Context: an optimization exercise on an open-source flow, tuned for small area and a short achievable clock period. The choices shown serve that exercise and are no tape-out recipe. In this exercise RTL edits were held to simulation tests only and were not proved equivalent to the original. No activity file was given, so power comes from the tool's default toggle rates.

==> flow/design.v (excerpt) <==
module APB_TOP(
    input PCLK, PRESETn,
    input ST, WEN,
    input [8:0] APB_WADRS, APB_RADRS,
    input [7:0] APB_WDATA,
    output [7:0] APB_RDATA_OUT,
    output PSLVERR
);
For scale: roughly 1200 cells after synthesis, ~600 flip-flops, about 39 I/O pins.
==> module APB_MASTER, before the edit <==
module APB_MASTER(
    input            PCLK, PRESETn,
    input            ST, WEN,
    input      [8:0] APB_WADRS, APB_RADRS,
    input      [7:0] APB_WDATA,
    input      [7:0] PRDATA,
    output reg [7:0] RHI,
    output reg [31:0] RLO,
    output reg [7:0] WHI, WLO,
    output reg [7:0] PWDATA,
    output reg       PSLVERR,
    output reg [7:0] APB_RDATA_OUT
);
reg setup;    
reg free;     
reg pwrite;   
reg aerr;     
reg rdacc;    
reg erracc;   
wire       take = PRESETn & ST & ~setup;
wire [8:0] adr  = WEN ? APB_WADRS : APB_RADRS;
always @(posedge PCLK)
begin
    setup  <= take;
    free   <= ~take;
end
always @(posedge PCLK)
begin
    pwrite <= WEN;
    aerr   <= |adr[8:6];
    RLO    <= {{8{adr[5:4] == 2'd3}}, {8{adr[5:4] == 2'd2}},
               {8{adr[5:4] == 2'd1}}, {8{adr[5:4] == 2'd0}}} & {4{8'd1 << adr[2:0]}};
    RHI    <= (adr[7:6] == 2'b00) ? (8'd1 << adr[5:3]) : 8'd0;
    PWDATA <= (PWDATA & {8{setup}}) | (APB_WDATA & {8{free}});
end
wire go = PRESETn & setup;
always @(posedge PCLK)
begin
    rdacc  <= go & ~pwrite;
    erracc <= go & aerr;
    WHI    <= RHI & {8{go & pwrite}};
    WLO    <= RLO[31:24] | RLO[23:16] | RLO[15:8] | RLO[7:0];
end
always @(posedge PCLK)
begin
    if (!PRESETn)
        APB_RDATA_OUT <= 8'd0;
    else if (rdacc)
        APB_RDATA_OUT <= PRDATA;
end
always @(posedge PCLK)
    PSLVERR <= PRESETn & ((setup & aerr) | erracc);
endmodule
==> module APB_SLAVE, before the edit <==
module APB_SLAVE(
    input            PCLK, PRESETn,
    input      [7:0] RHI,
    input      [31:0] RLO,
    input      [7:0] WHI, WLO,
    input      [7:0] PWDATA,
    output reg [7:0] PRDATA
);
reg [7:0] mem [0:63];
integer g, j;
always @(posedge PCLK)
begin
    for (g = 0; g < 8; g = g + 1)
        for (j = 0; j < 8; j = j + 1)
            if (PRESETn & WHI[g] & WLO[j])
                mem[8*g+j] <= PWDATA;
end
reg [7:0] grp [0:7];
reg [7:0] rd;
always @(*)
begin
    for (g = 0; g < 8; g = g + 1)
    begin
        grp[g] = 8'd0;
        for (j = 0; j < 8; j = j + 1)
            grp[g] = grp[g] | ({8{RLO[8*(g/2)+j]}} & mem[8*g+j]);
    end
    rd = 8'd0;
    for (g = 0; g < 8; g = g + 1)
        rd = rd | ({8{RHI[g]}} & grp[g]);
end
always @(posedge PCLK)
    PRDATA <= rd;
endmodule
==> module APB_TOP, before the edit <==
module APB_TOP(
    input PCLK, PRESETn,
    input ST, WEN,
    input [8:0] APB_WADRS, APB_RADRS,
    input [7:0] APB_WDATA,
    output [7:0] APB_RDATA_OUT,
    output PSLVERR
);
    wire [7:0] RHI;         
    wire [31:0] RLO;        
    wire [7:0] WHI, WLO;    
    wire [7:0] PWDATA, PRDATA;
    APB_MASTER MASTER_INST (
        .PCLK(PCLK),
        .PRESETn(PRESETn),
        .ST(ST),
        .WEN(WEN),
        .APB_WADRS(APB_WADRS),
        .APB_RADRS(APB_RADRS),
        .APB_WDATA(APB_WDATA),
        .PRDATA(PRDATA),
        .RHI(RHI),
        .RLO(RLO),
        .WHI(WHI),
        .WLO(WLO),
        .PWDATA(PWDATA),
        .PSLVERR(PSLVERR),
        .APB_RDATA_OUT(APB_RDATA_OUT)
    );
    APB_SLAVE SLAVE_INST (
        .PCLK(PCLK),
        .PRESETn(PRESETn),
        .RHI(RHI),
        .RLO(RLO),
        .WHI(WHI),
        .WLO(WLO),
        .PWDATA(PWDATA),
        .PRDATA(PRDATA)
    );
endmodule
==> flow/config.mk <==
export PLATFORM = sky130hd
export DESIGN_NAME = APB_TOP
export DESIGN_NICKNAME = APB_TOP
export VERILOG_FILES = /design/flow/design.v
export SDC_FILE = /design/flow/constraint.sdc
export NUM_CORES = 4
export LEC_CHECK = 0
export CAP_MARGIN = 20
export CORE_MARGIN = 2
export CORE_UTILIZATION = 40
export SETUP_SLACK_MARGIN = 1.0
export SLEW_MARGIN = 20
==> flow/constraint.sdc <==
create_clock -name core_clock -period 2.7 [get_ports {PCLK}]
set_input_delay 0.5400 -clock core_clock [delete_from_list [all_inputs] [get_ports {PCLK}]]
set_output_delay 0.5400 -clock core_clock [all_outputs]
set_load 0.01 [all_outputs]
standard.sh (not shown) runs the stock make flow with config.mk's settings and CLKGATE_MAP_FILE= SYNTH_SCRIPT=/design/flow/synth_recipe.tcl, a recipe that flattens the netlist after the stock synthesis.
==> flow/flow/run.sh <==
#!/bin/bash
set -euo pipefail
sed "s|CLKGATE_MAP_FILE= |CLKGATE_MAP_FILE= MATCH_CELL_FOOTPRINT=0 'BUFFER_PORTS_ARGS=-buffer_cell sky130_fd_sc_hd__buf_2' 'CTS_ARGS=-sink_clustering_enable -repair_clock_nets -sink_clustering_size 25 -sink_clustering_max_diameter 80 -dont_use_dummy_load' |" standard.sh > own_standard.sh
grep -q MATCH_CELL_FOOTPRINT=0 own_standard.sh
bash own_standard.sh > own_flow.log 2>&1
Edit:
--- a/flow/design.v
+++ b/flow/design.v
@@ -5,6 +5,5 @@
     input      [7:0] APB_WDATA,
     input      [7:0] PRDATA,
-    output reg [7:0] RHI,
-    output reg [31:0] RLO,
+    output reg [7:0] RHI, RLO,
     output reg [7:0] WHI, WLO,
     output reg [7:0] PWDATA,
@@ -29,6 +28,5 @@
     pwrite <= WEN;
     aerr   <= |adr[8:6];
-    RLO    <= {{8{adr[5:4] == 2'd3}}, {8{adr[5:4] == 2'd2}},
-               {8{adr[5:4] == 2'd1}}, {8{adr[5:4] == 2'd0}}} & {4{8'd1 << adr[2:0]}};
+    RLO    <= 8'd1 << adr[2:0];
     RHI    <= (adr[7:6] == 2'b00) ? (8'd1 << adr[5:3]) : 8'd0;
     PWDATA <= (PWDATA & {8{setup}}) | (APB_WDATA & {8{free}});
@@ -40,5 +38,5 @@
     erracc <= go & aerr;
     WHI    <= RHI & {8{go & pwrite}};
-    WLO    <= RLO[31:24] | RLO[23:16] | RLO[15:8] | RLO[7:0];
+    WLO    <= RLO;
 end
 always @(posedge PCLK)
@@ -54,6 +52,5 @@
 module APB_SLAVE(
     input            PCLK, PRESETn,
-    input      [7:0] RHI,
-    input      [31:0] RLO,
+    input      [7:0] RHI, RLO,
     input      [7:0] WHI, WLO,
     input      [7:0] PWDATA,
@@ -77,5 +74,5 @@
         grp[g] = 8'd0;
         for (j = 0; j < 8; j = j + 1)
-            grp[g] = grp[g] | ({8{RLO[8*(g/2)+j]}} & mem[8*g+j]);
+            grp[g] = grp[g] | ({8{RLO[j]}} & mem[8*g+j]);
     end
     rd = 8'd0;
@@ -94,6 +91,5 @@
     output PSLVERR
 );
-    wire [7:0] RHI;         
-    wire [31:0] RLO;        
+    wire [7:0] RHI, RLO;    
     wire [7:0] WHI, WLO;    
     wire [7:0] PWDATA, PRDATA;
The new run finished with timing, DRC and antenna clean.
Routed wire length goes down by 7.3%.
Fmax goes up by 0.66%.
Design area goes down by 0.80%.
Total power goes down by 2.3%.
Global-route usage goes down by 0.53 points.
Area after synthesis goes down by 2.8%.
Core utilization goes up by 0.79 points.

## port drivers added, routing unchanged
The flow's constraints put no driver on any port. The routed layouts listed below were extracted and timed again, unchanged, in two steps. Step 1 sets driving cells, clkbuf_16 on the clock port and buf_2 on the other inputs (assumed; they add their load-dependent delay and slew). Step 2, shift: input delay + t, output delay - t, t = (earliest + latest rising clock arrival at the registers) / 2. This alone moves slack from input paths to output paths. a / b / c = ideal ports / drivers / drivers and shift; a / b = the first two.
| run | t, ns | setup WS [ns] | latest minus earliest clock arrival (ns) | slew at the worst register clock pin (ns) |
|---|---|---|---|---|
| the first run | 0.642 | 1.002 / 0.993 / 0.516 | 0.056 / 0.056 | 0.10 / 0.10 |
| the second run | 0.633 | 1.013 / 1.013 / 0.827 | 0.038 / 0.038 | 0.10 / 0.10 |
After both steps every run listed still meets setup and hold. For the first run, which loses most, drivers alone change the setup slack by -0.009 ns; drivers and shift together by -0.486 ns.
